What follows belongs to an exercise in optimizing a design on an open flow for small area; a production flow would make more cautious choices.
Function was checked by simulation only, so behaviour that the tests miss may differ from the original.
Power is estimated from default activity; no workload was simulated.

File: design.v
`timescale 1ns / 1ps
module fibonacci_lfsr_64(CLK, nRST, r);
parameter SEED = 64'hFEEDBABEDEADBEEF;
localparam [72:0] POL = 73'h0AAAAAAAAAAAAAAAAAA;
localparam [72:0] INIT = {9'd0, SEED} ^ POL;
input CLK, nRST;
output [8:0] r;
reg [72:0] s;
wire shift_in = s[63] ^ s[62] ^ s[60] ^ s[59];
always @(posedge CLK) begin
    if (!nRST) s <= INIT;
    else s <= {~s[71:0], shift_in};
end
assign r = s[72:64] ^ POL[72:64];
endmodule
`timescale 1ns / 1ps
module stoch_decorr(CLK, nRST, a, rq, y);
input CLK, nRST;
input a;
input [4:0] rq;
output y;
reg [3:0] k;
reg buf0_n, buf1;
reg [3:0] nk;
assign y = buf1;
wire [5:0] g;
assign g[1] = rq[0];
genvar i;
generate
    for (i = 1; i < 5; i = i + 1) begin : cmp
        assign g[i+1] = (rq[i] & ~k[i-1]) | (rq[i] & g[i]) | (~k[i-1] & g[i]);
    end
endgenerate
wire shift_in = ~g[5];
always @(*) begin
    case ({a, y})
        2'b10: nk = k ^ {k[2] & k[1] & k[0], k[1] & k[0], k[0], 1'b1};
        2'b01: nk = (k == 4'd0) ? 4'd0 : k ^ {~k[2] & ~k[1] & ~k[0], ~k[1] & ~k[0], ~k[0], 1'b1};
        2'b11: nk = (k == 4'd15) ? 4'd0 : k;
        default: nk = k;
    endcase
end
always @(posedge CLK) begin
    if (!nRST) begin
        k <= 4'd0;
        buf0_n <= 1'b1;
        buf1 <= 1'b0;
    end
    else begin
        k <= nk;
        buf0_n <= ~shift_in;
        buf1 <= ~buf0_n;
    end
end
endmodule
`timescale 1ns / 1ps
module stoch_decorr_mat(CLK, nRST, A, rq, Y);
parameter N = 2;
input CLK, nRST;
input [N-1:0] A;
input [4:0] rq;
output [N-1:0] Y;
genvar i;
generate
    for (i = 0; i < N; i = i + 1) begin : el
        stoch_decorr decorr(
            .CLK(CLK),
            .nRST(nRST),
            .a(A[i]),
            .rq(rq),
            .y(Y[i])
            );
    end
endgenerate
endmodule
`timescale 1ns / 1ps
module stoch_fa(a, b, c, s, co);
input a, b, c;
output s, co;
assign s = a ^ b ^ c;
assign co = (a & b) | (a & c) | (b & c);
endmodule
module stoch_dot_prod(CLK, nRST, u, v, y);
input CLK, nRST;
input [7:0] u, v;
output y;
wire [7:0] c = u & v;
reg [7:0] q;
wire [7:0] nw;
wire s1, s2, s3, s5, k1, k2, k3, k4, k5, k6, k7;
wire [7:3] cy;
stoch_fa fa1(c[0], c[1], c[2], s1, k1);
stoch_fa fa2(c[3], c[4], c[5], s2, k2);
stoch_fa fa3(c[6], c[7], q[0], s3, k3);
stoch_fa fa4(s1, s2, s3, nw[0], k4);
stoch_fa fa5(k1, k2, k3, s5, k5);
stoch_fa fa6(s5, k4, q[1], nw[1], k6);
stoch_fa fa7(k5, k6, q[2], nw[2], k7);
assign cy[3] = k7;
genvar i;
generate
    for (i = 3; i < 8; i = i + 1) begin : inc
        assign nw[i] = q[i] ^ cy[i];
        if (i < 7) assign cy[i+1] = q[i] & cy[i];
    end
endgenerate
assign y = ~nw[7] & (|nw[6:0]);
wire [7:0] bw;
wire [7:0] nxt;
assign bw[0] = y;
generate
    for (i = 0; i < 7; i = i + 1) begin : dec
        assign nxt[i] = nw[i] ^ bw[i];
        assign bw[i+1] = bw[i] & ~nw[i];
    end
endgenerate
assign nxt[7] = nw[7];
always @(posedge CLK) begin
    if (!nRST) q <= 8'd0;
    else q <= nxt;
end
endmodule
`timescale 1ns / 1ps
module stoch_matrix_mult(CLK, nRST, A, B, Y);
parameter NUM_ROWS = 2;
parameter NUM_MID = 2;
input CLK, nRST;
input [(NUM_ROWS*NUM_MID)-1:0] A;
input [NUM_MID-1:0] B;
output [NUM_ROWS-1:0] Y;
genvar i;
generate
    for (i = 0; i < NUM_ROWS; i = i + 1) begin : row
        stoch_dot_prod dot_prod(
            .CLK(CLK),
            .nRST(nRST),
            .u(A[(i*NUM_MID) +: NUM_MID]),
            .v(B),
            .y(Y[i])
            );
    end
endgenerate
endmodule
`timescale 1ns / 1ps
module stoch_square_root(CLK, nRST, a, r, rq, y);
input CLK, nRST;
input a;
input [8:0] r;
input [4:0] rq;
output y;
reg [7:0] m;
reg b_and;
wire y_decorr;
stoch_decorr decorr(
    .CLK(CLK),
    .nRST(nRST),
    .a(y),
    .rq(rq),
    .y(y_decorr)
    );
wire inc = a & ~b_and;
wire dec = ~a & b_and;
wire is_max = ~m[7] & (&m[6:0]);           
wire is_min = m[7] & ~m[4] & ~m[3];        
wire [8:0] all1, all0;
assign all1[0] = 1'b1;
assign all0[0] = 1'b1;
genvar i;
generate
    for (i = 0; i < 8; i = i + 1) begin : chain
        assign all1[i+1] = all1[i] & m[i];
        assign all0[i+1] = all0[i] & ~m[i];
    end
endgenerate
wire [7:0] t = ({8{inc}} & all1[7:0]) | ({8{dec & ~is_min}} & all0[7:0]);
wire [7:0] next_m = (inc & is_max) ? 8'hE7 : (m ^ t);
wire [7:0] g;
assign g[0] = 1'b0;
generate
    for (i = 0; i < 7; i = i + 1) begin : cmp
        assign g[i+1] = (next_m[i] & ~r[i+2]) | (next_m[i] & g[i]) | (~r[i+2] & g[i]);
    end
endgenerate
assign y = ~next_m[7] & g[7];
always @(posedge CLK) begin
    if (!nRST) begin
        m <= 8'd0;
        b_and <= 1'b0;
    end
    else begin
        m <= next_m;
        b_and <= y & y_decorr;
    end
end
endmodule
`timescale 1ns / 1ps
module stoch_l2_norm(CLK, nRST, u, r, rq, y);
parameter VEC_LEN = 2;
input CLK, nRST;
input [VEC_LEN-1:0] u;
input [8:0] r;
input [4:0] rq;
output y;
wire [VEC_LEN-1:0] u_decorr;
wire y_sq;
stoch_decorr_mat #(.N(VEC_LEN)) decorr(
    .CLK(CLK),
    .nRST(nRST),
    .A(u),
    .rq(rq),
    .Y(u_decorr)
    );
stoch_dot_prod dot_prod(
    .CLK(CLK),
    .nRST(nRST),
    .u(u),
    .v(u_decorr),
    .y(y_sq)
    );
stoch_square_root sq_root(
    .CLK(CLK),
    .nRST(nRST),
    .a(y_sq),
    .r(r),
    .rq(rq),
    .y(y)
    );
endmodule
`timescale 1ns / 1ps
module stoch_div(CLK, nRST, a, b, r, y);
input CLK, nRST;
input a, b;
input [4:0] r;       
output y;
reg [9:0] n;
reg b_and;
wire inc = a & ~b_and;
wire dec = ~a & b_and;
wire is_max = ~n[9] & (&n[8:0]);                   
wire is_min = n[9] & ~n[5] & ~n[4] & ~n[0];        
wire [10:0] all1, all0;
assign all1[0] = 1'b1;
assign all0[0] = 1'b1;
genvar i;
generate
    for (i = 0; i < 10; i = i + 1) begin : chain
        assign all1[i+1] = all1[i] & n[i];
        assign all0[i+1] = all0[i] & ~n[i];
    end
endgenerate
wire [9:0] t = ({10{inc}} & all1[9:0]) | ({10{dec & ~is_min}} & all0[9:0]);
wire [9:0] next_n = (inc & is_max) ? 10'h3CE : (n ^ t);
wire [5:0] g;
assign g[0] = 1'b0;
generate
    for (i = 0; i < 5; i = i + 1) begin : cmp
        assign g[i+1] = (next_n[i] & ~r[i]) | (next_n[i] & g[i]) | (~r[i] & g[i]);
    end
endgenerate
assign y = ~next_n[9] & ((|next_n[8:5]) | g[5]);
always @(posedge CLK) begin
    if (!nRST) begin
        n <= 10'd0;
        b_and <= 1'b0;
    end
    else begin
        n <= next_n;
        b_and <= y & b;
    end
end
endmodule
`timescale 1ns / 1ps
module stoch_div_mat(CLK, nRST, A, B, r, Y);
parameter N = 2;
input CLK, nRST;
input [N-1:0] A, B;
input [4:0] r;
output [N-1:0] Y;
genvar i;
generate
    for (i = 0; i < N; i = i + 1) begin : el
        stoch_div div(
            .CLK(CLK),
            .nRST(nRST),
            .a(A[i]),
            .b(B[i]),
            .r(r),
            .y(Y[i])
            );
    end
endgenerate
endmodule
`timescale 1ns / 1ps
module stoch_power_iter(CLK, nRST, A, v, w, sigma, u);
parameter NUM_ROWS = 8;
parameter NUM_COLS = 8;
input CLK, nRST;
input [(NUM_ROWS*NUM_COLS)-1:0] A;
input [NUM_COLS-1:0] v;
output [NUM_ROWS-1:0] w;
output sigma;
output [NUM_ROWS-1:0] u;
wire [8:0] r;
wire [4:0] rq = {r[7:4], |r[3:0]};
fibonacci_lfsr_64 lfsr(
    .CLK(CLK),
    .nRST(nRST),
    .r(r)
    );
stoch_matrix_mult #(.NUM_ROWS(NUM_ROWS), .NUM_MID(NUM_COLS)) mv(
    .CLK(CLK),
    .nRST(nRST),
    .A(A),
    .B(v),
    .Y(w)
    );
stoch_l2_norm #(.VEC_LEN(NUM_ROWS)) norm(
    .CLK(CLK),
    .nRST(nRST),
    .u(w),
    .r(r),
    .rq(rq),
    .y(sigma)
    );
stoch_div_mat #(.N(NUM_ROWS)) div(
    .CLK(CLK),
    .nRST(nRST),
    .A(w),
    .B({NUM_ROWS{sigma}}),
    .r(r[5:1]),
    .Y(u)
    );
endmodule
File: config.mk
export PLATFORM = sky130hd
export DESIGN_NAME = stoch_power_iter
export DESIGN_NICKNAME = stoch_power_iter
export VERILOG_FILES = /design/flow/design.v
export SDC_FILE = /design/flow/constraint.sdc
export NUM_CORES = 4
export LEC_CHECK = 0
export CAP_MARGIN = 20
export CORE_MARGIN = 2
export CORE_UTILIZATION = 40
export SLEW_MARGIN = 20
File: run.sh
#!/bin/bash
# synth_recipe.tcl (not shown) runs the flow's synth.tcl, then flattens the netlist and writes it again
# the make line also repeats each setting of config.mk as NAME=value (left out here)
make -C /OpenROAD-flow-scripts/flow DESIGN_CONFIG=/design/flow/config.mk WORK_HOME=/design/flow/orfs CLKGATE_MAP_FILE= SYNTH_SCRIPT=/design/flow/synth_recipe.tcl finish
File: constraint.sdc
create_clock -name core_clock -period 25.0 [get_ports {CLK}]
set_input_delay 5.0000 -clock core_clock [delete_from_list [all_inputs] [get_ports {CLK}]]
set_output_delay 5.0000 -clock core_clock [all_outputs]
set_load 0.01 [all_outputs]
==> results of run 1 <==
-- registers in the layout (all words and copies together), names as in the netlist, 4 cells and up --
register and flops:
norm.decorr.el.decorr.buf0_n 8, div.el.div.n 80, norm.decorr.el.decorr.k 32, norm.sq_root.m 8, norm.dot_prod.q 8, mv.row.dot_prod.q 64, norm.decorr.el.decorr.buf1 8, div.el.div.b_and 8
lfsr.s 73, norm.sq_root.decorr.k 4
-- final cells by class --
class,instances,area (sq um)
Clock buffer,50,1012
Clock inverter,12,185.2
Inverter,179,676.9
Multi-Input combinational cell,1523,10940
Timing Repair Buffer,97,948.4
Tap cell,592,740.7
Fill cell,4299,23980
Sequential cell,296,5926
-- placed cells by master, fill, tap and decap left out, types with 60 or more instances in the layout --
cell and n:
sky130_fd_sc_hd__dfxtp_1 296, sky130_fd_sc_hd__clkdlybuf4s50_1 89, sky130_fd_sc_hd__inv_1 173, sky130_fd_sc_hd__and2_1 79, sky130_fd_sc_hd__ha_1 130, sky130_fd_sc_hd__a21oi_1 85
sky130_fd_sc_hd__fa_1 60, sky130_fd_sc_hd__o21ai_0 85, sky130_fd_sc_hd__nor2_1 279, sky130_fd_sc_hd__nand2_1 126
-- power by group through the flow --
stage               Clock [mW]  Sequential, mW  Combinational, mW
finish                   0.532           0.688               1.31
global placement             0           0.692               1.29
floorplan                    0           0.656               1.00
CTS                      0.548           0.686               1.32
global route             0.568           0.704               1.48
detailed placement           0           0.695               1.31
-- metal layers --
layer / track usage / vias to the layer above
li1: - / 7407
met1: 0.2588 / 7057
met2: 0.3171 / 298
met3: 0.02470 / 59
met4: 0.05868 / 0
met5: 0 / -
-- logic make-up after synthesis --
kind of cell / synth area share
and+or+nand+nor: 0.2137
AOI/OAI and AO/OA: 0.1717
DFF: 0.3281
buffers and inverters: 0.06596
adders and majority gates: 0.1694
xor gates and xnor gates: 0.03977
muxes: 0.01136
-- worst max-delay path: cells and delay by family --
kind            cells  cell delay (ps)
xor+xnor            1              260
simple gates        4             1470
fa+ha+maj          16             4710
compound gates      7             1900
buf+inv            10             2200
-- stage by stage --
step	area, sq um	util	std cells	total power [mW]	setup WS [ps]
2_1_floorplan	18060	-	2112	1.660	6551
3_3_place_gp	19230	0.4331	2687	1.981	4712
3_5_place_dp	19230	0.4331	2687	2.003	4475
4_1_cts	20430	0.4600	2749	2.552	4425
5_1_grt	20430	0.4600	2749	2.756	3830
6_report	20430	0.4600	2749	2.527	4447
-- worst min path at each step --
stage / start / end / slack, ps / cells past startpoint
after CTS: lfsr.s[5] / lfsr.s[6] / 360 / 1
final: lfsr.s[5] / lfsr.s[6] / 360 / 1
after global placement: lfsr.s[43] / lfsr.s[44] / 350 / 1
after detailed placement: lfsr.s[27] / lfsr.s[28] / 350 / 1
after global routing: lfsr.s[47] / lfsr.s[48] / 370 / 1
after floorplan: lfsr.s[9] / lfsr.s[10] / 340 / 1
==> impl_metrics.yaml, run 1 <==
drt:
  drt_iter0_drc: 1050
  drt_pass1_iterations: 7
  detail-route-antenna-nets: 0
  detail_route.wirelength_um: 44510
  met3RoutedLength_um: 1826
  routedWlPerCell_um: 16.19
  vias: 14821
  dr.max_layer_used: "met4"
  detail_route.wirelength.met1_um: 21180
  wl_met2_um: 20360
  drcViolationCount: 0
  vias_per_cell: 5.391
synth:
  synth_area_leader_cell: "sky130_fd_sc_hd__dfxtp_1"
  number_of_library_cell_types_mapped_by_synthesis: 99
  synth_area_sq_um: 18060
  synthTopCellsByArea: "sky130_fd_sc_hd__dfxtp_1 33%, sky130_fd_sc_hd__ha_1 9.0%, sky130_fd_sc_hd__fa_1 6.7%"
  yosys.area.top_type_share: 0.3281
  mappedNetlistNets: 2376
  ys_seq_area_frac: 0.3281
  synth_enable_flop_cells: 0
  netlist_top_cells_count: "296 x sky130_fd_sc_hd__dfxtp_1, 279 x sky130_fd_sc_hd__nor2_1, 174 x sky130_fd_sc_hd__inv_1"
  synth_seq_cells: 296
  synthesized_instance_count: 2112
  synth-warning-count: 5
  synth_async_sr_flop_share: 0
  yosysMostFrequentCell: "sky130_fd_sc_hd__dfxtp_1"
  syn-mean-instance-area_sq_um: 8.551
  yosys_most_used_dff: "sky130_fd_sc_hd__dfxtp_1"
sta:
  period_utilization_post_route: 0.8221
  worst_clock_skew_ps: 21.37
  setup-violations-final: 0
  grt_setup_unrepaired: "false"
  report.final.slew_viol_count: 0
  finalSetupTns_ps: 0
  relSlewSlack: 0.3310
  hold_violations: 0
  final_period_minus_worst_setup_slack_ps: 20550
  max_clock_freq_mhz: 48.65
  worst_pin_slew_ps: 1003
  hold_ws_ps: 363.0
power:
  vdd_drop_max_mv: 0.06819
  switching_share: 0.4128
  share_seq_of_total_power: 0.272
  p_leak_nw: 8.358
  total_power_density_per_cell_area_nw_per_um2: 123.7
  internal_power_mw: 1.484
  power.switching_mw: 1.043
  clock_power_share: 0.211
  power.combinational.fraction: 0.517
clocking:
  clock_insertion_delay_worst_skew_ps: 530
  postCtsSetupRepairBufs: 0
  clock_tree.buffer_depth: 3
  root_buffer: "sky130_fd_sc_hd__clkbuf_16"
  postCtsResizedCells: 0
  tritoncts: "yes"
  htree_levels: 2
  path_clk_slew_ps: 60
  holdBufCountCts: 0
  cts-buffers-inserted: 35
  clock_sinks: 296
global_route:
  grt_pass1_vias: 14459
  grt_first_pass_wirelength_um: 73800
  antenna_found_initial: 0
  largest_net_degree_at_the_start_of_global_routing: 129
  gr-total-overflow: 0
  track_usage: 0.1912
setup_path:
  timing.reg2reg.setup_slack_ps: 14580
  timing.critical_path.arrival_ps: 15550
  worst_path_max_delay_cell: "sky130_fd_sc_hd__clkdlybuf4s50_1"
  worstSetupStartpoint: "v[3]"
  timing.critical_path.required_ps: 20000
  slowest_delay_ps: 690
  critPathMaxFanout: 12
  r2r_cells: 40
  setup.worst_path.end: "sigma"
  criticalPathCategory: "in -> out"
  worst_r2r_startpoint: "mv.row[7].dot_prod.q[0]"
  r2r_end: "norm.sq_root.decorr.k[2]"
  timing.critical_path.to_type: "primary output"
  critPathMostFrequentCell: "sky130_fd_sc_hd__ha_1"
  kind_of_start_point_of_the_critical_path: "primary input"
die:
  chipHeight_um: 216.5
  die_outline_area_sq_um: 46870
  die_width_um: 216.5
  design.core.area_sq_um: 44410
  floorplan.rows: 77
  start_util: 0.4066
  io_pins: 91
cells_and_area:
  diodes: 0
  layout-drive-gt1-share: 0.05563
  layout-area-overhead-vs-synth_pct: 13.14
  count_of_nets_after_finishing: 2396
placed_design:
  portBuffers: 90
  place.gp.congestion: 0.8772
  hpwl_um: 31370
flow_run:
  max_cap_violations: 0
status:
  status: "complete, no violations"
worst_hold_path:
  timing.hold.worst.class: "reg -> reg"
==> inputs of run 2 (changes only) <==
==> flow/run.sh (new file) <==
#!/bin/bash
# Own layout flow: the standard synthesis, then the combinational logic
# (everything but the flip-flops, which keep their names and cells) is mapped
# again by ABC for area; then the standard layout with smaller port
# buffers and a lighter clock tree.
set -euo pipefail
W=$(pwd)
R=$W/orfs/results/$FLOW_PLATFORM/stoch_power_iter/base

bash standard.sh synth > $W/log_synth.txt 2>&1

cp $R/1_2_yosys.v $W/std_synth.v
STD_NETLIST=$W/std_synth.v OUT_NETLIST=$W/remap.v ABC_SCRIPT=$W/flow/remap.abc \
    LIB=$FLOW_HOME/platforms/$FLOW_PLATFORM/lib/sky130_fd_sc_hd__tt_025C_1v80.lib \
    yosys -c $W/flow/remap.tcl > $W/log_remap.txt 2>&1
cp $W/remap.v $R/1_2_yosys.v
rm -f $R/1_synth.odb $R/1_synth.sdc

bash standard.sh \
    "BUFFER_PORTS_ARGS=-buffer_cell sky130_fd_sc_hd__buf_1" \
    finish > $W/log_layout.txt 2>&1
==> flow/remap.abc (new file) <==
&get -n
&st
&syn2
&dch -f
&nf -R 1000
&put
==> flow/remap.tcl (new file) <==
# Re-map the combinational cells of the standard synthesis with ABC.
# Flip-flops stay as they are (same instances, names and cell types).
yosys read_liberty -ignore_miss_func $::env(LIB)
yosys read_verilog $::env(STD_NETLIST)
yosys hierarchy -top $::env(FLOW_TOP)
yosys setattr -mod -set keep_hierarchy 1 sky130_fd_sc_hd__dfxtp_1 sky130_fd_sc_hd__fa_1
yosys flatten
yosys opt_clean
yosys stat
yosys abc -liberty $::env(LIB) -dont_use *probe* -dont_use *lpflow* -script $::env(ABC_SCRIPT)
yosys opt_clean -purge
yosys hilomap -singleton -hicell sky130_fd_sc_hd__conb_1 HI -locell sky130_fd_sc_hd__conb_1 LO
yosys stat -liberty $::env(LIB)
yosys select $::env(FLOW_TOP)
yosys write_verilog -noattr -nohex -nodec -selected $::env(OUT_NETLIST)
==> standard.sh (new file) <==
#!/bin/bash
# synth_recipe.tcl (not shown) runs the flow's synth.tcl, then flattens the netlist and writes it again
# the make line also repeats each setting of config.mk as NAME=value (left out here)
make -C /OpenROAD-flow-scripts/flow DESIGN_CONFIG=/design/flow/config.mk WORK_HOME=/design/flow/orfs CLKGATE_MAP_FILE= SYNTH_SCRIPT=/design/flow/synth_recipe.tcl "${@:-finish}"
removed: run.sh
==> run 2 against run 1 <==
Against the previous run: sequential share of layout area grew 3.7 points; sequential cell count unchanged; area after synthesis decreased by 13%; global-route usage down 0.29 points; critical path type unchanged; critical endpoint unchanged; clock power rose by 7.7%.
==> impl_metrics.yaml, run 2 <==
setup_path:
  timing.critical_path.required_ps: 20000
  critPathMaxFanout: 11
  timing.critical_path.arrival_ps: 14430
  slowest_delay_ps: 650
  r2r_cells: 34
  critPathMostFrequentCell: "sky130_fd_sc_hd__fa_1"
  timing.critical_path.to_type: "primary output"
  kind_of_start_point_of_the_critical_path: "primary input"
  worst_path_max_delay_cell: "sky130_fd_sc_hd__o221ai_1"
  criticalPathCategory: "in -> out"
sta:
  worst_clock_skew_ps: 21.44
  grt_setup_unrepaired: "false"
  setup-violations-final: 0
  hold_violations: 0
  relSlewSlack: 0.3810
  hold_ws_ps: 364.9
  period_utilization_post_route: 0.7774
  max_clock_freq_mhz: 51.46
  final_period_minus_worst_setup_slack_ps: 19430
  worst_pin_slew_ps: 928.5
  finalSetupTns_ps: 0
  report.final.slew_viol_count: 0
cells_and_area:
  layout.filler_cells: 3842
  mostFrequentLayoutCell: "sky130_fd_sc_hd__nor2_1"
  most_frequent_cells_in_the_layout: "317 x sky130_fd_sc_hd__nor2_1, 296 x sky130_fd_sc_hd__dfxtp_1, 212 x sky130_fd_sc_hd__nand2_1, 132 x sky130_fd_sc_hd__a21oi_1, 127 x sky130_fd_sc_hd__o21ai_0"
  reg.largest.list: "div.el.div.n x80, lfsr.s x73, mv.row.dot_prod.q x64"
  layout-area-overhead-vs-synth_pct: 15.38
  count_of_nets_after_finishing: 2220
  register_area_sq_um: 5926
  top_register: "div.el.div.n"
  final_area_sq_um: 18140
  diodes: 0
  layout-drive-gt1-share: 0.03691
  multi_input_comb_area_sq_um: 9380
  largest_reg_flops: 80
die:
  die_outline_area_sq_um: 40900
  die_width_um: 202.2
  design.core.area_sq_um: 38740
  chipHeight_um: 202.2
  start_util: 0.4058
  floorplan.rows: 72
  io_pins: 91
worst_hold_path:
  cell_depth_of_the_worst_min_delay_path: 1
  timing.hold.worst.class: "reg -> reg"
power:
  share_seq_of_total_power: 0.307
  p_leak_nw: 6.834
  vdd_drop_max_mv: 0.05414
  clock_power_share: 0.250
  switching_share: 0.4051
  total_power_density_per_cell_area_nw_per_um2: 126.4
  internal_power_mw: 1.364
  power_mw: 2.293
  power.switching_mw: 0.9289
  power.combinational.fraction: 0.443
global_route:
  track_usage: 0.1883
  antenna_found_initial: 0
  grt_pass1_vias: 13308
  gr-total-overflow: 0
  largest_net_degree_at_the_start_of_global_routing: 88
  grt_first_pass_wirelength_um: 64530
synth:
  synth-warning-count: 5
  syn-mean-instance-area_sq_um: 8.086
  synth_area_sq_um: 15720
  mappedNetlistNets: 2078
  synthesized_instance_count: 1944
drt:
  drt_iter0_drc: 831
  drt_pass1_iterations: 5
  routedWlPerCell_um: 14.59
  detail-route-antenna-nets: 0
  vias_per_cell: 5.334
  drcViolationCount: 0
  vias: 14033
  detail_route.wirelength_um: 38390
clocking:
  tritoncts: "yes"
  clock_insertion_delay_worst_skew_ps: 530
  clock_sinks: 296
  path_clk_slew_ps: 60
  root_buffer: "sky130_fd_sc_hd__clkbuf_16"
  htree_levels: 2
  cts-buffers-inserted: 36
  postCtsSetupRepairBufs: 0
  postCtsResizedCells: 0
  clock_tree.buffer_depth: 3
  holdBufCountCts: 0
status:
  status: "complete, no violations"
placed_design:
  placement.cell_area_sq_um: 16820
  hpwl_um: 26470
  portBuffers: 90
  place.gp.congestion: 0.8939
flow_run:
  max_cap_violations: 0
## run 2: layer usage
metal | vias to the layer above | wire length [um] | track usage
met5 | - | 0 | 0
met4 | 0 | 788 | 0.05813
met3 | 56 | 1708 | 0.02870
met2 | 263 | 17690 | 0.3098
met1 | 6627 | 18200 | 0.2550
li1 | 7087 | - | -
## run 2: power by group through the flow
stage          Sequential, mW  Clock [mW]  Combinational [mW]
2_1_floorplan           0.682           0               0.777
3_3_place_gp            0.707           0               0.997
3_5_place_dp            0.711           0                1.01
4_1_cts                 0.702       0.587                1.02
5_1_grt                 0.723       0.606                1.16
6_report                0.703       0.573                1.02
## run 2: area by class of cell
| type | count | area share |
|---|---|---|
| Clock buffer | 48 | 0.05657 |
| Clock inverter | 17 | 0.01580 |
| Inverter | 112 | 0.02332 |
| Multi-Input combinational cell | 1536 | 0.5172 |
| Sequential cell | 296 | 0.3267 |
| Timing Repair Buffer | 104 | 0.02463 |
| Tap cell | 518 | 0.03574 |
## run 2: metrics by stage
stage                     worst slack [ps]  utilization  instances
final                                 5566       0.4682       2631
after global routing                  4719       0.4682       2631
after CTS                             5283       0.4682       2631
after detailed placement              5326       0.4343       2566
after global placement                5618       0.4343       2566
after floorplan                       5866            -       1944
## run 2: path summary, 6_finish.rpt
check,end,slack (ps),start
max reg2reg,norm.sq_root.decorr.k[1],15170,mv.row[6].dot_prod.q[0]
min reg2reg,lfsr.s[62],360,lfsr.s[61]
min,lfsr.s[62],360,lfsr.s[61]
max,sigma,5570,v[3]
## run 2: worst max-delay path: cells and delay by family
kind / cells / cell delay, ps
adder cells (fa/ha/maj): 7 / 3010
AND/OR/NAND/NOR: 11 / 2990
AO/OA/AOI/OAI: 8 / 1940
buffers and inverters: 9 / 1310
XOR/XNOR: 1 / 160
==> inputs of run 3 (changes only) <==
--- a/flow/run.sh
+++ b/flow/run.sh
@@ -18,4 +18,5 @@
 
 bash standard.sh \
     "BUFFER_PORTS_ARGS=-buffer_cell sky130_fd_sc_hd__buf_1" \
+    "CTS_ARGS=-sink_clustering_enable -repair_clock_nets -dont_use_dummy_load -buf_list sky130_fd_sc_hd__clkbuf_2" \
     finish > $W/log_layout.txt 2>&1
==> run 3 against run 2 <==
Against the previous run: die area unchanged; worst hold slack got worse by 14 ps; register-to-register slack barely moved; routed wire length up 0.39%; via count grew 1.0%; count of clock-buffer cells in the layout is 35 higher; sequential share of layout area rose by 1.7 points; cell area fell by 4.9%.
==> impl_metrics.yaml, run 3 <==
status:
  status: "complete, no violations"
cells_and_area:
  most_frequent_cells_in_the_layout: "317 x sky130_fd_sc_hd__nor2_1, 296 x sky130_fd_sc_hd__dfxtp_1, 212 x sky130_fd_sc_hd__nand2_1, 132 x sky130_fd_sc_hd__a21oi_1, 127 x sky130_fd_sc_hd__o21ai_0"
  layout-drive-gt1-share: 0.04693
  layout-area-overhead-vs-synth_pct: 9.703
  count_of_nets_after_finishing: 2267
  reg.largest.list: "div.el.div.n x80, lfsr.s x73, mv.row.dot_prod.q x64"
  largest_reg_flops: 80
  mostFrequentLayoutCell: "sky130_fd_sc_hd__nor2_1"
  top_register: "div.el.div.n"
sta:
  relSlewSlack: 0.3864
  hold_violations: 0
  worst_clock_skew_ps: 93.13
  setup-violations-final: 0
  grt_setup_unrepaired: "false"
  worst_pin_slew_ps: 920.4
  period_utilization_post_route: 0.7765
  final_period_minus_worst_setup_slack_ps: 19410
  finalSetupTns_ps: 0
  max_clock_freq_mhz: 51.51
  report.final.slew_viol_count: 0
  layout_setup_ws_ps: 5587
setup_path:
  timing.critical_path.arrival_ps: 14410
  worst_path_max_delay_cell: "sky130_fd_sc_hd__o221ai_1"
  kind_of_start_point_of_the_critical_path: "primary input"
  critPathMostFrequentCell: "sky130_fd_sc_hd__fa_1"
  r2r_cells: 35
  cp.buffers_inverters: 9
  criticalPathCategory: "in -> out"
  timing.reg2reg.setup_slack_ps: 15160
  timing.critical_path.to_type: "primary output"
  worst_path_dominant_cell_family: "adder cells"
  r2r_end: "norm.sq_root.decorr.k[1]"
  critPathMaxFanout: 11
  worst_r2r_startpoint: "mv.row[7].dot_prod.q[0]"
  timing.critical_path.required_ps: 20000
  slowest_delay_ps: 660
power:
  total_power_density_per_cell_area_nw_per_um2: 115.1
  vdd_drop_max_mv: 0.03802
  p_leak_nw: 6.542
worst_hold_path:
  cell_depth_of_the_worst_min_delay_path: 1
  timing.hold.worst.class: "reg -> reg"
  min_delay_worst_endpoint: "norm.decorr.el[5].decorr.buf1"
  hp-start: "norm.decorr.el[5].decorr.buf0_n"
synth:
  mappedNetlistNets: 2078
  synth_area_sq_um: 15720
  synth-warning-count: 5
  syn-mean-instance-area_sq_um: 8.086
  synthesized_instance_count: 1944
placed_design:
  hpwl_um: 26470
  place.gp.congestion: 0.8939
  dp_worst_setup_slack_ps: 5326
  portBuffers: 90
global_route:
  antenna_found_initial: 2
  gr-total-overflow: 0
  grt_pass1_vias: 13670
  track_usage: 0.1904
  grt_first_pass_wirelength_um: 64850
  largest_net_degree_at_the_start_of_global_routing: 88
drt:
  drt_iter0_drc: 807
  detail_route.wirelength_um: 38540
  vias_per_cell: 5.348
  vias: 14178
  drt_pass1_iterations: 5
  routedWlPerCell_um: 14.54
  detail-route-antenna-nets: 0
  drcViolationCount: 0
clocking:
  postCtsSetupRepairBufs: 0
  holdBufCountCts: 0
  clock_tree.buffer_depth: 3
  postCtsResizedCells: 0
  clock_sinks: 296
  path_clk_slew_ps: 90
  cts-buffers-inserted: 83
  root_buffer: "sky130_fd_sc_hd__clkbuf_2"
  tritoncts: "yes"
  htree_levels: 3
  clock_insertion_delay_worst_skew_ps: 930
die:
  die_outline_area_sq_um: 40900
  start_util: 0.4058
  design.core.area_sq_um: 38740
  io_pins: 91
  floorplan.rows: 72
  chipHeight_um: 202.2
  die_width_um: 202.2
flow_run:
  max_cap_violations: 0
==> run 3: routing by layer <==
layer	wire [um]	track usage
met5	0	0
met1	18240	0.2492
met4	987	0.07456
met2	17690	0.3089
met3	1620	0.03886
==> run 3: how the worst max path moves through the flow <==
stage	from	end	slack, ps	cells after the start
floorplan	A[40]	sigma	5870	30
global placement	v[0]	sigma	5620	32
detailed placement	v[3]	sigma	5330	35
CTS	v[3]	sigma	5280	35
global route	v[3]	sigma	4730	35
finish	v[3]	sigma	5590	35
==> run 3: report_power, final <==
part           total [mW]  internal (mW)  switching (mW)
Combinational        1.02          0.418           0.598
Clock               0.267         0.0858           0.181
Sequential          0.702          0.583           0.119
==> run 3: layout make-up <==
type                       instances  area [sq um]
fill                            3993         21490
multi-input combinational       1536          9380
clock buffer                      83         415.4
tap                              518         648.1
antenna                            2         5.005
sequential                       296          5926
timing repair buffer             104         446.7
inverter                         112         422.9
==> run 3: through the flow <==
stage	hold WS [ps]	cells	util	area, sq um	total power [mW]
after floorplan	350.4	1944	-	15720	1.459
after global placement	354.1	2566	0.4343	16820	1.704
after detailed placement	355.4	2566	0.4343	16820	1.725
after CTS	351.3	2649	0.4450	17240	2.007
after global routing	368.4	2651	0.4452	17240	2.182
final	350.5	2651	0.4452	17240	1.985
==> run 3: worst register-to-register path: cells and delay by family, from the launching register on <==
kind,cells,cell delay (ps)
compound gates,9,2420
fa+ha+maj,7,2990
simple gates,9,2570
mux,1,160
xor+xnor,3,620
buf+inv,6,650
flops,1,320
==> inputs of run 4 (changes only) <==
--- a/config.mk
+++ b/config.mk
@@ -7,5 +7,6 @@
 export LEC_CHECK = 0
 export CAP_MARGIN = 20
 export CORE_MARGIN = 2
-export CORE_UTILIZATION = 40
+export CORE_UTILIZATION = 65
+export PLACE_DENSITY = 0.75
 export SLEW_MARGIN = 20
==> run 4 against run 3 <==
Against the previous run: worst setup slack worse by 95 ps; register-to-register slack worse by 380 ps; non-clock buffer count is 4 lower; final cell count is 8.0% lower; total power is 1.3% lower; still clean; via count is 1.3% higher; critical endpoint unchanged; worst hold slack worse by 33 ps; clock power is 7.5% lower; sequential cell count stayed put; die area is 38% lower.
==> impl_metrics.yaml, run 4 <==
status:
  status: "complete, no violations"
sta:
  report.final.slew_viol_count: 0
  setup-violations-final: 0
  period_utilization_post_route: 0.7803
  final_period_minus_worst_setup_slack_ps: 19510
  worst_clock_skew_ps: 171.1
  grt_setup_unrepaired: "false"
  finalSetupTns_ps: 0
  relSlewSlack: 0.3062
  hold_violations: 0
  worst_pin_slew_ps: 1030
  max_clock_freq_mhz: 51.26
setup_path:
  critPathMaxFanout: 11
  kind_of_start_point_of_the_critical_path: "primary input"
  worstSetupStartpoint: "v[0]"
  timing.critical_path.arrival_ps: 14510
  worst_path_max_delay_cell: "sky130_fd_sc_hd__o21ai_0"
  critPathMostFrequentCell: "sky130_fd_sc_hd__fa_1"
  timing.critical_path.to_type: "primary output"
  criticalPathCategory: "in -> out"
  timing.critical_path.required_ps: 20000
  worst_r2r_startpoint: "mv.row[0].dot_prod.q[0]"
  slowest_delay_ps: 820
cells_and_area:
  reg.largest.list: "div.el.div.n x80, lfsr.s x73, mv.row.dot_prod.q x64"
  count_of_nets_after_finishing: 2256
  largest_reg_flops: 80
  mostFrequentLayoutCell: "sky130_fd_sc_hd__nor2_1"
  layout-area-overhead-vs-synth_pct: 7.689
  top_register: "div.el.div.n"
  layout-drive-gt1-share: 0.04198
  most_frequent_cells_in_the_layout: "317 x sky130_fd_sc_hd__nor2_1, 296 x sky130_fd_sc_hd__dfxtp_1, 212 x sky130_fd_sc_hd__nand2_1, 132 x sky130_fd_sc_hd__a21oi_1, 128 x sky130_fd_sc_hd__o21ai_0"
  final_area_sq_um: 16930
global_route:
  antenna_found_initial: 1
  grt_pass1_vias: 13899
  largest_net_degree_at_the_start_of_global_routing: 97
  track_usage: 0.2828
  grt_first_pass_wirelength_um: 61670
  gr-total-overflow: 0
die:
  die_outline_area_sq_um: 25440
  floorplan.rows: 56
  chipHeight_um: 159.5
  start_util: 0.6657
  io_pins: 91
  design.core.area_sq_um: 23610
  die_width_um: 159.5
clocking:
  postCtsResizedCells: 0
  clock_sinks: 296
  holdBufCountCts: 0
  clock_insertion_delay_worst_skew_ps: 850
  clock_tree.buffer_depth: 3
  tritoncts: "yes"
  cts-buffers-inserted: 76
  postCtsSetupRepairBufs: 0
  path_clk_slew_ps: 100
  htree_levels: 3
  root_buffer: "sky130_fd_sc_hd__clkbuf_2"
worst_hold_path:
  hp-start: "lfsr.s[11]"
  timing.hold.worst.class: "reg -> reg"
drt:
  routedWlPerCell_um: 14.75
  detail-route-antenna-nets: 0
  drt_iter0_drc: 1176
  drcViolationCount: 0
  detail_route.wirelength_um: 35980
  vias_per_cell: 5.885
  vias: 14359
  drt_pass1_iterations: 6
placed_design:
  placement.cell_area_sq_um: 16540
  place.gp.congestion: 0.8811
  portBuffers: 90
  hpwl_um: 24960
synth:
  syn-mean-instance-area_sq_um: 8.086
  synth-warning-count: 5
  synth_area_sq_um: 15720
  mappedNetlistNets: 2078
  synthesized_instance_count: 1944
power:
  p_leak_nw: 6.492
  vdd_drop_max_mv: 0.07020
  total_power_density_per_cell_area_nw_per_um2: 115.7
flow_run:
  max_cap_violations: 0
-- run 4: area by class of cell --
class / instances / area, sq um
diodes: 1 / 2.502
flip-flops and latches: 296 / 5926
multi-input cells: 1536 / 9380
well taps: 319 / 399.1
inverters: 112 / 422.9
repair buffers: 100 / 416.7
fillers: 2047 / 6685
clock buffers: 76 / 380.4
-- run 4: metrics by stage --
| step | cells | power [mW] | hold slack [ps] | worst slack, ps | util |
|---|---|---|---|---|---|
| 5_1_grt | 2440 | 2.139 | 315.5 | 4661 | 0.7169 |
| 3_5_place_dp | 2363 | 1.706 | 354.8 | 5687 | 0.7007 |
| 4_1_cts | 2439 | 1.959 | 308.1 | 5654 | 0.7168 |
| 6_report | 2440 | 1.959 | 317.4 | 5492 | 0.7169 |
| 2_1_floorplan | 1944 | 1.459 | 350.4 | 5866 | - |
| 3_3_place_gp | 2363 | 1.675 | 353.8 | 6031 | 0.7007 |
-- run 4: report_power, final --
part	internal, mW	leakage, nW	total (mW)	switching, mW
registers	0.583	2.43	0.703	0.119
logic	0.419	3.74	1.01	0.591
clock network	0.0789	0.316	0.247	0.168
-- run 4: path summary, 6_finish.rpt --
path / depth (start not counted) / slack [ps] / endpoint
max: 35 / 5490 / sigma
min: 1 / 320 / lfsr.s[12]
max reg2reg: 37 / 14780 / norm.sq_root.decorr.k[2]
min reg2reg: 1 / 320 / lfsr.s[12]
-- run 4: layer usage --
layer / vias to the layer above / wire length [um] / GRT usage
met5: - / 0 / 0
met4: 0 / 839 / 0.09876
met3: 84 / 1796 / 0.05392
met2: 395 / 16940 / 0.4817
met1: 6733 / 16400 / 0.3602
li1: 7147 / - / -
-- run 4: critical path, delay by kind of cell --
kind                       cells  cell delay, ps
buffers and inverters          7             820
AOI/OAI and AO/OA              9            2720
and+or+nand+nor               10            2520
xor gates and xnor gates       1             250
muxes                          1             160
adders and majority gates      7            3030
==> inputs of run 5 (changes only) <==
--- a/design.v
+++ b/design.v
@@ -17,11 +17,10 @@
 module stoch_decorr(CLK, nRST, a, rq, y);
 input CLK, nRST;
 input a;
-input [4:0] rq;
+input [4:0] rq;      
 output y;
 reg [3:0] k;
 reg buf0_n, buf1;
-reg [3:0] nk;
 assign y = buf1;
 wire [5:0] g;
 assign g[1] = rq[0];
@@ -32,14 +31,14 @@
     end
 endgenerate
 wire shift_in = ~g[5];
-always @(*) begin
-    case ({a, y})
-        2'b10: nk = k ^ {k[2] & k[1] & k[0], k[1] & k[0], k[0], 1'b1};
-        2'b01: nk = (k == 4'd0) ? 4'd0 : k ^ {~k[2] & ~k[1] & ~k[0], ~k[1] & ~k[0], ~k[0], 1'b1};
-        2'b11: nk = (k == 4'd15) ? 4'd0 : k;
-        default: nk = k;
-    endcase
-end
+wire en = a ? (~y | (&k)) : (y & (|k));
+wire [4:0] t;
+assign t[0] = en;
+generate
+    for (i = 0; i < 4; i = i + 1) begin : cnt
+        assign t[i+1] = t[i] & ~(k[i] ^ a);
+    end
+endgenerate
 always @(posedge CLK) begin
     if (!nRST) begin
         k <= 4'd0;
@@ -47,7 +46,7 @@
         buf1 <= 1'b0;
     end
     else begin
-        k <= nk;
+        k <= k ^ t[3:0];
         buf0_n <= ~shift_in;
         buf1 <= ~buf0_n;
     end
==> flow/remap.abc (replaced) <==
strash
&get -n
&st
&syn2
&deepsyn -T 60
&dch -f
&put
amap
topo
--- a/config.mk
+++ b/config.mk
@@ -7,6 +7,5 @@
 export LEC_CHECK = 0
 export CAP_MARGIN = 20
 export CORE_MARGIN = 2
-export CORE_UTILIZATION = 65
-export PLACE_DENSITY = 0.75
+export CORE_UTILIZATION = 40
 export SLEW_MARGIN = 20
==> run 5 against run 4 <==
Against the previous run: routed wire length down 5.8%; cell area is 5.6% lower; clock skew shrank 99 ps; combinational power is 9% lower; first-iteration DRC count fell by 41%; clock power rose by 7%; worst setup slack improved by 460 ps; critical path type unchanged; largest cell class unchanged.
==> impl_metrics.yaml, run 5 <==
status:
  status: "complete, no violations"
die:
  die_width_um: 194.6
  chipHeight_um: 194.6
  io_pins: 91
  die_outline_area_sq_um: 37880
  design.core.area_sq_um: 35660
  floorplan.rows: 69
  start_util: 0.4077
cells_and_area:
  final_area_sq_um: 15990
  largest_reg_flops: 80
  final_instance_count_excl_fillers: 2529
  reg.largest.list: "div.el.div.n x80, lfsr.s x73, mv.row.dot_prod.q x64"
  count_of_nets_after_finishing: 2202
  layout.filler_cells: 3609
  layout-drive-gt1-share: 0.04750
  mostFrequentLayoutCell: "sky130_fd_sc_hd__nor2_1"
  layout-area-overhead-vs-synth_pct: 9.985
  top_register: "div.el.div.n"
  most_frequent_cells_in_the_layout: "436 x sky130_fd_sc_hd__nor2_1, 296 x sky130_fd_sc_hd__dfxtp_1, 237 x sky130_fd_sc_hd__clkinv_1, 194 x sky130_fd_sc_hd__nand2_1, 119 x sky130_fd_sc_hd__a21oi_1"
drt:
  detail-route-antenna-nets: 0
  drcViolationCount: 0
  detail_route.wirelength_um: 33890
  routedWlPerCell_um: 13.40
  drt_iter0_drc: 688
  vias: 13098
  vias_per_cell: 5.179
  drt_pass1_iterations: 5
sta:
  hold_violations: 0
  period_utilization_post_route: 0.7619
  setup-violations-final: 0
  hold_ws_ps: 340.9
  worst_pin_slew_ps: 1227
  final_period_minus_worst_setup_slack_ps: 19050
  report.final.slew_viol_count: 0
  finalSetupTns_ps: 0
  worst_clock_skew_ps: 72.17
  max_clock_freq_mhz: 52.50
  grt_setup_unrepaired: "false"
  relSlewSlack: 0.1806
global_route:
  largest_net_degree_at_the_start_of_global_routing: 98
  track_usage: 0.1832
  gr-total-overflow: 0
  grt_pass1_vias: 12638
  antenna_found_initial: 2
  grt_first_pass_wirelength_um: 57850
placed_design:
  place.gp.congestion: 0.8968
  placement.cell_area_sq_um: 15570
  place.detailed.instances: 2443
  hpwl_um: 23590
  portBuffers: 90
worst_hold_path:
  hp-start: "norm.decorr.el[1].decorr.buf0_n"
  min_delay_worst_endpoint: "norm.decorr.el[1].decorr.buf1"
  timing.hold.worst.class: "reg -> reg"
  cell_depth_of_the_worst_min_delay_path: 1
power:
  total_power_density_per_cell_area_nw_per_um2: 114.6
  p_leak_nw: 5.944
  power_mw: 1.832
  vdd_drop_max_mv: 0.04765
setup_path:
  worst_path_max_delay_cell: "sky130_fd_sc_hd__o21ai_0"
  critPathMaxFanout: 9
  worst_r2r_startpoint: "mv.row[6].dot_prod.q[0]"
  criticalPathCategory: "in -> out"
  timing.reg2reg.setup_slack_ps: 15190
  slowest_delay_ps: 750
  critPathMostFrequentCell: "sky130_fd_sc_hd__fa_1"
  r2r_end: "norm.sq_root.decorr.k[3]"
  r2r_cells: 39
  timing.critical_path.arrival_ps: 14050
  kind_of_start_point_of_the_critical_path: "primary input"
  timing.critical_path.to_type: "primary output"
  timing.critical_path.required_ps: 20000
clocking:
  path_clk_slew_ps: 100
  holdBufCountCts: 0
  clock_insertion_delay_worst_skew_ps: 910
  clock_sinks: 296
  postCtsResizedCells: 0
  root_buffer: "sky130_fd_sc_hd__clkbuf_2"
  clock_tree.buffer_depth: 3
  postCtsSetupRepairBufs: 0
  tritoncts: "yes"
  htree_levels: 3
  cts-buffers-inserted: 81
synth:
  mappedNetlistNets: 2016
  synth-warning-count: 5
  synth_area_sq_um: 14540
  syn-mean-instance-area_sq_um: 7.736
  synthesized_instance_count: 1879
flow_run:
  max_cap_violations: 0
-- run 5: critical path: cells and delay by family --
kind	cells	cell delay [ps]
AOI/OAI and AO/OA	10	2720
and+or+nand+nor	10	1990
adders and majority gates	8	3390
buffers and inverters	7	910
-- run 5: report_power, final --
| part | switching [mW] | internal [mW] |
|---|---|---|
| combinational | 0.570 | 0.347 |
| sequential | 0.0726 | 0.578 |
| clock | 0.181 | 0.0838 |
| total | 0.823 | 1.01 |
-- run 5: worst max-delay path by stage --
stage,start,to,slack [ps],depth (start not counted)
6_report,v[3],sigma,5950,35
5_1_grt,v[0],sigma,5210,35
4_1_cts,v[3],sigma,6050,35
3_5_place_dp,v[3],sigma,6080,35
3_3_place_gp,v[3],sigma,6290,35
2_1_floorplan,v[1],sigma,6820,33
-- run 5: final cells by class --
| type | instances | area [sq um] | share of cell area |
|---|---|---|---|
| Tap cell | 461 | 576.8 | 0.03608 |
| Antenna cell | 5 | 12.51 | 0.0007827 |
| Timing Repair Buffer | 103 | 436.7 | 0.02731 |
| Multi-Input combinational cell | 1345 | 7731 | 0.4836 |
| Sequential cell | 296 | 5926 | 0.3707 |
| Clock buffer | 81 | 405.4 | 0.02536 |
| Inverter | 238 | 898.4 | 0.05619 |
-- run 5: per-stage QoR --
step	setup WS [ps]	utilization
final	5953	0.4484
after detailed placement	6076	0.4366
after global routing	5214	0.4484
after global placement	6292	0.4366
after floorplan	6825	-
after CTS	6052	0.4480
-- run 5: layer usage --
layer / track usage / vias to the layer above / routed length [um]
li1: - / 6803 / -
met1: 0.2418 / 5945 / 16080
met2: 0.2906 / 268 / 15150
met3: 0.04286 / 82 / 1727
met4: 0.07179 / 0 / 934
met5: 0 / - / 0
==> inputs of run 6 (changes only) <==
==> flow/run.sh (replaced) <==
#!/bin/bash
# Own layout flow: the standard synthesis, then the combinational logic
# (everything but the flip-flops and full adders; the flip-flops keep their
# names and cells) is mapped again by ABC for area, with four random seeds in
# parallel, keeping the smallest result; then the standard layout with
# small port buffers and a clock tree of small buffers without dummy loads.
set -euo pipefail
W=$(pwd)
R=$W/orfs/results/$FLOW_PLATFORM/stoch_power_iter/base
LIB=$FLOW_HOME/platforms/$FLOW_PLATFORM/lib/sky130_fd_sc_hd__tt_025C_1v80.lib

bash standard.sh synth > $W/log_synth.txt 2>&1

cp $R/1_2_yosys.v $W/std_synth.v
for s in 1 2 3 4; do
    sed "s/@SEED@/$s/" $W/flow/remap.abc > $W/remap_$s.abc
    STD_NETLIST=$W/std_synth.v OUT_NETLIST=$W/remap_$s.v ABC_SCRIPT=$W/remap_$s.abc LIB=$LIB \
        yosys -c $W/flow/remap.tcl > $W/log_remap_$s.txt 2>&1 &
done
wait
best=""
best_area=""
for s in 1 2 3 4; do
    a=$(grep "Chip area for top module" $W/log_remap_$s.txt | tail -1 | awk '{print $NF}')
    [[ -n "$a" && -s $W/remap_$s.v ]] || continue
    if [[ -z "$best" ]] || awk -v a="$a" -v b="$best_area" 'BEGIN { exit !(a < b) }'; then
        best=$s
        best_area=$a
    fi
done
[[ -n "$best" ]]
echo "remap: seed $best, area $best_area" > $W/log_remap_choice.txt
cp $W/remap_$best.v $R/1_2_yosys.v
rm -f $R/1_synth.odb $R/1_synth.sdc

bash standard.sh \
    "BUFFER_PORTS_ARGS=-buffer_cell sky130_fd_sc_hd__buf_1" \
    "CTS_ARGS=-sink_clustering_enable -repair_clock_nets -dont_use_dummy_load -buf_list sky130_fd_sc_hd__clkbuf_2" \
    finish > $W/log_layout.txt 2>&1
==> flow/remap.abc (replaced) <==
strash
&get -n
&st
&syn2
&deepsyn -T 60 -S @SEED@
&dch -f
&put
amap
topo
==> run 6 against run 5 <==
Against the previous run: sequential cell count unchanged; final cell count decreased by 0.63%; combinational power decreased by 2.9%; critical endpoint unchanged; largest cell class unchanged.
==> impl_metrics.yaml, run 6 <==
status:
  status: "complete, no violations"
placed_design:
  dp_worst_setup_slack_ps: 5166
  place.gp.congestion: 0.8858
  portBuffers: 90
  hpwl_um: 23570
drt:
  vias: 12984
  vias_per_cell: 5.167
  routedWlPerCell_um: 13.33
  detail_route.wirelength_um: 33490
  drcViolationCount: 0
  drt_pass1_iterations: 17
  detail-route-antenna-nets: 0
  drt_iter0_drc: 572
cells_and_area:
  count_of_nets_after_finishing: 2189
  mostFrequentLayoutCell: "sky130_fd_sc_hd__nor2_1"
  layout-area-overhead-vs-synth_pct: 9.999
  top_register: "div.el.div.n"
  multi_input_comb_area_sq_um: 7709
  register_area_sq_um: 5926
  layout-drive-gt1-share: 0.04829
  reg.largest.list: "div.el.div.n x80, lfsr.s x73, mv.row.dot_prod.q x64"
  largest_reg_flops: 80
  most_frequent_cells_in_the_layout: "412 x sky130_fd_sc_hd__nor2_1, 296 x sky130_fd_sc_hd__dfxtp_1, 229 x sky130_fd_sc_hd__clkinv_1, 201 x sky130_fd_sc_hd__nand2_1, 118 x sky130_fd_sc_hd__a21oi_1"
  layout.filler_cells: 3625
power:
  power.switching_mw: 0.7889
  share_seq_of_total_power: 0.359
  internal_power_mw: 1.007
  total_power_density_per_cell_area_nw_per_um2: 112.7
  vdd_drop_max_mv: 0.05160
  power.combinational.fraction: 0.495
  clock_power_share: 0.146
  p_leak_nw: 6.002
  switching_share: 0.4392
sta:
  report.final.slew_viol_count: 0
  setup-violations-final: 0
  hold_violations: 0
  finalSetupTns_ps: 0
  final_period_minus_worst_setup_slack_ps: 19890
  layout_setup_ws_ps: 5111
  worst_pin_slew_ps: 1019
  grt_setup_unrepaired: "false"
  worst_clock_skew_ps: 137.6
  period_utilization_post_route: 0.7956
  max_clock_freq_mhz: 50.28
  relSlewSlack: 0.3193
die:
  start_util: 0.4064
  design.core.area_sq_um: 35660
  chipHeight_um: 194.3
  io_pins: 91
  die_width_um: 194.3
  die_outline_area_sq_um: 37760
  floorplan.rows: 69
setup_path:
  kind_of_start_point_of_the_critical_path: "primary input"
  timing.critical_path.arrival_ps: 14890
  criticalPathCategory: "in -> out"
  critPathMostFrequentCell: "sky130_fd_sc_hd__clkinv_1"
  slowest_delay_ps: 560
  worst_path_max_delay_cell: "sky130_fd_sc_hd__fa_1"
  timing.critical_path.required_ps: 20000
  critPathMaxFanout: 8
  timing.critical_path.to_type: "primary output"
clocking:
  tritoncts: "yes"
  postCtsResizedCells: 0
  cts-buffers-inserted: 82
  postCtsSetupRepairBufs: 0
  holdBufCountCts: 0
  htree_levels: 3
  clock_sinks: 296
  root_buffer: "sky130_fd_sc_hd__clkbuf_2"
  path_clk_slew_ps: 90
  clock_insertion_delay_worst_skew_ps: 900
  clock_tree.buffer_depth: 3
global_route:
  gr-total-overflow: 0
  grt_pass1_vias: 12672
  grt_first_pass_wirelength_um: 57950
  track_usage: 0.1837
  antenna_found_initial: 2
  largest_net_degree_at_the_start_of_global_routing: 74
worst_hold_path:
  timing.hold.worst.class: "reg -> reg"
flow_run:
  max_cap_violations: 0
synth:
  mappedNetlistNets: 2001
  synth-warning-count: 5
  syn-mean-instance-area_sq_um: 7.774
  synth_area_sq_um: 14490
  synthesized_instance_count: 1864
==> run 6: path summary, 6_finish.rpt <==
path / from / end / slack [ps] / cells after the start
worst max-delay path: v[3] / sigma / 5110 / 48
worst min-delay path: norm.decorr.el[6].decorr.buf0_n / norm.decorr.el[6].decorr.buf1 / 350 / 1
worst max register to register: mv.row[5].dot_prod.q[0] / norm.sq_root.decorr.k[3] / 14150 / 47
worst min register to register: norm.decorr.el[6].decorr.buf0_n / norm.decorr.el[6].decorr.buf1 / 350 / 1
==> run 6: layout make-up <==
| cell class | count | share of cell area |
|---|---|---|
| tap | 461 | 0.03619 |
| antenna | 2 | 0.0003140 |
| multi-input combinational | 1338 | 0.4836 |
| sequential | 296 | 0.3718 |
| timing repair buffer | 104 | 0.02787 |
| clock buffer | 82 | 0.02575 |
| inverter | 230 | 0.05448 |
==> run 6: critical path: cells and delay by family <==
kind	cells	cell delay [ps]
AO/OA/AOI/OAI	12	2430
adder cells (fa/ha/maj)	8	3310
buffers and inverters	13	1740
AND/OR/NAND/NOR	15	2380
==> run 6: stage by stage <==
stage / hold WS (ps) / cells / utilization / power, mW / area (sq um)
after global routing: 354.7 / 2513 / 0.4470 / 1.987 / 15940
final: 345.7 / 2513 / 0.4470 / 1.796 / 15940
after floorplan: 350.4 / 1864 / - / 1.332 / 14490
after CTS: 354.4 / 2511 / 0.4469 / 1.820 / 15930
after detailed placement: 357.1 / 2429 / 0.4354 / 1.544 / 15520
after global placement: 355.6 / 2429 / 0.4354 / 1.528 / 15520
==> run 6: layer usage <==
metal	vias to the layer above	wire length (um)	track usage
met1	5913	15980	0.2347
met5	-	0	0
met3	79	1257	0.03696
met4	0	864	0.07322
li1	6784	-	-
met2	208	15390	0.3052
==> run 6: power groups by stage <==
stage	registers [mW]	clock network (mW)	logic, mW
after global routing	0.660	0.302	1.03
after CTS	0.645	0.280	0.894
final	0.645	0.263	0.889
after global placement	0.654	0	0.873
after detailed placement	0.655	0	0.890
after floorplan	0.640	0	0.692
==> inputs of run 7 (changes only) <==
==> flow/run.sh (replaced) <==
#!/bin/bash
# Own layout flow.
# 1. the standard synthesis (its registers and names are kept).
# 2. Area-oriented re-synthesis: every module of the design is synthesised on
#    its own with ABC's deep resynthesis, with eight random seeds; for each
#    module the smallest result is kept; the design is then flattened. Its
#    flip-flops get the standard synthesis's names (same Yosys naming), which
#    is checked, and a Yosys equivalence proof against the standard netlist
#    must pass. If either check fails, the standard netlist's combinational
#    logic is re-mapped by ABC instead (remap.tcl), or, failing that, the
#    standard netlist is used as it is.
# 3. the standard layout, with small port buffers and a clock tree of
#    small buffers without dummy loads.
set -uo pipefail
W=$(pwd)
R=$W/orfs/results/$FLOW_PLATFORM/stoch_power_iter/base
LIB=$FLOW_HOME/platforms/$FLOW_PLATFORM/lib/sky130_fd_sc_hd__tt_025C_1v80.lib
export LIB

bash standard.sh synth > $W/log_synth.txt 2>&1 || exit 1
cp $R/1_2_yosys.v $W/std_synth.v

use_netlist() {
    cp "$1" $R/1_2_yosys.v
    rm -f $R/1_synth.odb $R/1_synth.sdc
    echo "netlist: $1" >> $W/log_choice.txt
}

ff_names() {
    grep -o 'sky130_fd_sc_hd__dfxtp_1 [^ ]*' "$1" | sort
}

check_netlist() {
    # same flip-flops (names and cells) as the standard synthesis, and equivalent
    ff_names $W/std_synth.v > $W/ff_std.txt
    ff_names "$1" > $W/ff_new.txt
    cmp -s $W/ff_std.txt $W/ff_new.txt || { echo "$1: flip-flops differ" >> $W/log_choice.txt; return 1; }
    STD_NETLIST=$W/std_synth.v NETLIST="$1" OUT_EQ="$1.eq.txt" \
        timeout 1200 yosys -c $W/flow/eq.tcl > "$1.eq.log" 2>&1 \
        || { echo "$1: equivalence not proven" >> $W/log_choice.txt; return 1; }
    return 0
}

# 2. per-module synthesis, eight seeds, four at a time
for wave in "1 2 3 4" "5 6 7 8"; do
    for s in $wave; do
        sed "s/@SEED@/$s/" $W/flow/pm.abc > $W/pm_$s.abc
        DESIGN=$W/design.v FAMAP=$W/flow/fa_map.v ABC_SCRIPT=$W/pm_$s.abc \
            OUT_STAT=$W/pm_stat_$s.txt OUT_NETLIST=$W/pm_net_$s.v \
            timeout 1200 yosys -c $W/flow/pm.tcl > $W/log_pm_$s.txt 2>&1 &
    done
    wait
done
args=()
for s in 1 2 3 4 5 6 7 8; do
    [[ -s $W/pm_stat_$s.txt && -s $W/pm_net_$s.v ]] && args+=($W/pm_stat_$s.txt $W/pm_net_$s.v)
done
done_ok=0
if (( ${#args[@]} > 0 )) && python3 $W/flow/assemble.py $W/pm_asm.v "${args[@]}" > $W/log_assemble.txt 2>&1; then
    IN_NETLIST=$W/pm_asm.v OUT_STAT=$W/pm_flat_stat.txt OUT_NETLIST=$W/pm_flat.v \
        yosys -c $W/flow/flat.tcl > $W/log_flat.txt 2>&1 \
        && check_netlist $W/pm_flat.v && use_netlist $W/pm_flat.v && done_ok=1
fi

# fallback: re-map the standard netlist's combinational logic
if (( ! done_ok )); then
    for s in 1 2 3 4; do
        sed "s/@SEED@/$s/" $W/flow/remap.abc > $W/remap_$s.abc
        STD_NETLIST=$W/std_synth.v OUT_NETLIST=$W/remap_$s.v ABC_SCRIPT=$W/remap_$s.abc \
            timeout 1200 yosys -c $W/flow/remap.tcl > $W/log_remap_$s.txt 2>&1 &
    done
    wait
    best=""
    best_area=""
    for s in 1 2 3 4; do
        a=$(grep "Chip area for top module" $W/log_remap_$s.txt | tail -1 | awk '{print $NF}')
        [[ -n "$a" && -s $W/remap_$s.v ]] || continue
        if [[ -z "$best" ]] || awk -v a="$a" -v b="$best_area" 'BEGIN { exit !(a < b) }'; then
            best=$s
            best_area=$a
        fi
    done
    if [[ -n "$best" ]] && check_netlist $W/remap_$best.v; then
        use_netlist $W/remap_$best.v
        done_ok=1
    fi
fi
(( done_ok )) || echo "netlist: standard synthesis" >> $W/log_choice.txt

bash standard.sh \
    "BUFFER_PORTS_ARGS=-buffer_cell sky130_fd_sc_hd__buf_1" \
    "CTS_ARGS=-sink_clustering_enable -repair_clock_nets -dont_use_dummy_load -buf_list sky130_fd_sc_hd__clkbuf_2" \
    finish > $W/log_layout.txt 2>&1
==> flow/assemble.py (new file) <==
#!/usr/bin/env python3
"""Build one hierarchical netlist from several per-module syntheses of the same
design, taking for each module the smallest implementation.
usage: assemble.py OUT.v STAT1 NET1 [STAT2 NET2 ...]"""
import re
import sys

out = sys.argv[1]
pairs = list(zip(sys.argv[2::2], sys.argv[3::2]))


def stat_areas(path):
    areas = {}
    for line in open(path):
        m = re.match(r"\s*Chip area for module '(.*)': ([0-9.]+)", line)
        if m:
            name = m.group(1)
            if name.startswith("\\"):
                name = name[1:]
            areas[name] = float(m.group(2))
    return areas


def modules(path):
    text = open(path).read()
    mods = {}
    for m in re.finditer(r"^module\s+(\S+)\s*\(.*?^endmodule\s*$", text, re.M | re.S):
        name = m.group(1)
        if name.startswith("\\"):
            name = name[1:]
        mods[name] = m.group(0)
    return mods


runs = [(stat_areas(s), modules(n)) for s, n in pairs]
names = set(runs[0][1])
for _, mods in runs:
    if set(mods) != names:
        sys.exit("runs differ in their modules")
total = 0.0
with open(out, "w") as f:
    for name in sorted(names):
        best = min(range(len(runs)), key=lambda i: runs[i][0].get(name, 0.0))
        area = runs[best][0].get(name, 0.0)
        total += area
        print(f"{name}: run {best + 1}, area {area:.1f}")
        f.write(runs[best][1][name] + "\n")
==> flow/eq.tcl (new file) <==
# Prove that NETLIST does what the standard synthesis STD_NETLIST does.
yosys read_liberty -ignore_miss_func $::env(LIB)
yosys read_verilog $::env(STD_NETLIST)
yosys rename $::env(FLOW_TOP) gold
yosys read_verilog $::env(NETLIST)
yosys rename $::env(FLOW_TOP) gate
yosys flatten gold gate
yosys opt_clean
yosys equiv_make gold gate eq
yosys hierarchy -top eq
yosys equiv_simple -seq 2
yosys equiv_induct
yosys tee -o $::env(OUT_EQ) equiv_status -assert
==> flow/fa_map.v (new file) <==
module stoch_fa(a, b, c, s, co);
input a, b, c;
output s, co;
sky130_fd_sc_hd__fa_1 fa(.A(a), .B(b), .CIN(c), .SUM(s), .COUT(co));
endmodule
==> flow/flat.tcl (new file) <==
yosys read_liberty -lib $::env(LIB)
yosys read_verilog $::env(IN_NETLIST)
yosys hierarchy -check -top $::env(FLOW_TOP)
yosys flatten
yosys splitnets
yosys opt_clean -purge
yosys hilomap -singleton -hicell sky130_fd_sc_hd__conb_1 HI -locell sky130_fd_sc_hd__conb_1 LO
yosys tee -o $::env(OUT_STAT) stat -liberty $::env(LIB)
yosys write_verilog -noattr -nohex -nodec $::env(OUT_NETLIST)
==> flow/pm.abc (new file) <==
strash
&get -n
&st
&syn2
&deepsyn -T 30 -S @SEED@
&dch -f
&put
amap
topo
==> flow/pm.tcl (new file) <==
# Per-module synthesis of the design for area: each module is mapped on its
# own by ABC (with the seed in ABC_SCRIPT); full adders are the library cell.
set LIB $::env(LIB)
yosys read_liberty -lib $LIB
yosys read_verilog $::env(DESIGN)
yosys delete stoch_fa
yosys read_verilog $::env(FAMAP)
yosys hierarchy -check -top $::env(FLOW_TOP)
yosys synth -top $::env(FLOW_TOP) -nofsm -noshare -noabc
yosys rename -wire
yosys dfflibmap -liberty $LIB -dont_use *lpflow*
yosys opt
yosys abc -liberty $LIB -dont_use *probe* -dont_use *lpflow* -script $::env(ABC_SCRIPT)
yosys opt_clean -purge
yosys tee -o $::env(OUT_STAT) stat -liberty $LIB
yosys write_verilog -noattr -nohex -nodec $::env(OUT_NETLIST)
==> run 7 against run 6 <==
Against the previous run: still clean on timing, DRC and antenna; fmax increased by 6.1%; area after synthesis shrank 2.1%; worst setup slack better by 1200 ps; final cell count shrank 6.0%; first-iteration DRC count grew 45%; non-clock buffer count fell by 10; critical path type unchanged; critical endpoint unchanged; largest power group unchanged; highest routed layer unchanged.
==> impl_metrics.yaml, run 7 <==
placed_design:
  place.detailed.instances: 2283
  placement.cell_area_sq_um: 15130
  hpwl_um: 22110
  portBuffers: 90
  place.gp.congestion: 0.8340
sta:
  worst_clock_skew_ps: 146.6
  worst_pin_slew_ps: 926.3
  max_clock_freq_mhz: 53.36
  setup-violations-final: 0
  hold_ws_ps: 282.0
  final_period_minus_worst_setup_slack_ps: 18740
  relSlewSlack: 0.3816
  period_utilization_post_route: 0.7496
  report.final.slew_viol_count: 0
  finalSetupTns_ps: 0
  hold_violations: 0
  grt_setup_unrepaired: "false"
synth:
  synthesized_instance_count: 1734
  mappedNetlistNets: 1871
  synth-warning-count: 5
  synth_area_sq_um: 14180
  syn-mean-instance-area_sq_um: 8.180
clocking:
  postCtsResizedCells: 0
  root_buffer: "sky130_fd_sc_hd__clkbuf_2"
  path_clk_slew_ps: 90
  tritoncts: "yes"
  clock_insertion_delay_worst_skew_ps: 930
  postCtsSetupRepairBufs: 0
  clock_sinks: 296
  cts-buffers-inserted: 79
  clock_tree.buffer_depth: 3
  htree_levels: 3
  holdBufCountCts: 0
die:
  start_util: 0.4086
  die_outline_area_sq_um: 36990
  chipHeight_um: 192.3
  floorplan.rows: 68
  design.core.area_sq_um: 34710
  io_pins: 91
  die_width_um: 192.3
setup_path:
  worst_path_max_delay_cell: "sky130_fd_sc_hd__o211a_1"
  timing.critical_path.required_ps: 20000
  timing.reg2reg.setup_slack_ps: 15740
  timing.critical_path.to_type: "primary output"
  criticalPathCategory: "in -> out"
  kind_of_start_point_of_the_critical_path: "primary input"
  slowest_delay_ps: 550
  critPathMaxFanout: 13
  critPathMostFrequentCell: "sky130_fd_sc_hd__fa_1"
  timing.critical_path.arrival_ps: 13740
cells_and_area:
  final_area_sq_um: 15520
  mostFrequentLayoutCell: "sky130_fd_sc_hd__dfxtp_1"
  most_frequent_cells_in_the_layout: "296 x sky130_fd_sc_hd__dfxtp_1, 277 x sky130_fd_sc_hd__nor2_1, 197 x sky130_fd_sc_hd__nand2_1, 150 x sky130_fd_sc_hd__clkinv_1, 146 x sky130_fd_sc_hd__a21oi_1"
  reg.largest.list: "div.el.div.n x80, lfsr.s x73, mv.row.dot_prod.q x64"
  final_instance_count_excl_fillers: 2363
  layout.filler_cells: 3454
  layout-area-overhead-vs-synth_pct: 9.438
  top_register: "div.el.div.n"
  count_of_nets_after_finishing: 2046
  layout-drive-gt1-share: 0.04405
  largest_reg_flops: 80
drt:
  vias_per_cell: 5.248
  detail_route.wirelength_um: 31280
  detail-route-antenna-nets: 0
  drcViolationCount: 0
  routedWlPerCell_um: 13.24
  drt_pass1_iterations: 6
  vias: 12400
  drt_iter0_drc: 831
power:
  total_power_density_per_cell_area_nw_per_um2: 109.8
  power_mw: 1.705
  p_leak_nw: 5.663
  vdd_drop_max_mv: 0.04724
global_route:
  antenna_found_initial: 1
  largest_net_degree_at_the_start_of_global_routing: 63
  gr-total-overflow: 0
  track_usage: 0.1720
  grt_pass1_vias: 11540
  grt_first_pass_wirelength_um: 52160
status:
  status: "complete, no violations"
worst_hold_path:
  timing.hold.worst.class: "reg -> reg"
flow_run:
  max_cap_violations: 0
## run 7: report_power, final
part	internal [mW]	total [mW]	switching, mW
clock	0.0819	0.256	0.174
sequential	0.574	0.646	0.0718
combinational	0.327	0.803	0.476
## run 7: cell type report
class | instances | area (sq um) | area share
antenna | 1 | 2.502 | 0.0001612
clock buffer | 79 | 395.4 | 0.02547
inverter | 150 | 563.0 | 0.03627
multi-input combinational | 1288 | 7696 | 0.4958
sequential | 296 | 5926 | 0.3817
tap | 455 | 569.3 | 0.03667
timing repair buffer | 94 | 371.6 | 0.02394
## run 7: worst paths after layout
kind	end	from	cells after the start
max reg2reg	norm.sq_root.decorr.k[2]	mv.row[0].dot_prod.q[0]	36
min	lfsr.s[33]	lfsr.s[32]	1
max	sigma	v[0]	33
min reg2reg	lfsr.s[33]	lfsr.s[32]	1
## run 7: metal layers
layer	up-vias	share of wire	track usage
met2	309	0.43	0.2741
met1	5593	0.48	0.2226
met5	-	0	0
met4	0	0.024	0.07311
met3	56	0.065	0.04183
li1	6442	-	-
## run 7: critical path: cells and delay by family
| family | cells | cell delay (ps) |
|---|---|---|
| compound gates | 9 | 2020 |
| fa+ha+maj | 8 | 3700 |
| buf+inv | 3 | 490 |
| simple gates | 13 | 2500 |
## run 7: per-stage QoR
| stage | utilization | setup slack (ps) |
|---|---|---|
| after floorplan | - | 7551 |
| after global placement | 0.4357 | 6421 |
| after detailed placement | 0.4357 | 6229 |
| after CTS | 0.4471 | 6209 |
| after global routing | 0.4472 | 5444 |
| final | 0.4472 | 6261 |

==> static timing again, ports no longer ideal <==
Ports are ideal in the flow. The routed layouts listed here were re-timed in OpenROAD.
Step 1 assumes that a clkbuf_16 drives the clock port and a buf_2 every other input.
Step 2 times the ports against the registers' clock, not the clock port: input delays grow and output delays shrink by t, the midpoint of the rising clock arrivals with the driver on.
Three values: no drivers, after step 1, after step 2; two values: the first two.
run	t, ns	setup slack, ns
run 1	0.570	4.447 / 4.424 / 4.424
run 2	0.579	5.566 / 5.543 / 5.543
run 3	0.934	5.587 / 5.565 / 5.565
run 4	0.828	5.492 / 5.472 / 5.472
run 5	0.923	5.953 / 5.925 / 5.925
run 6	0.883	5.111 / 5.089 / 5.089
run 7	0.894	6.261 / 6.240 / 6.240
After both steps setup and hold are still met in every run listed.
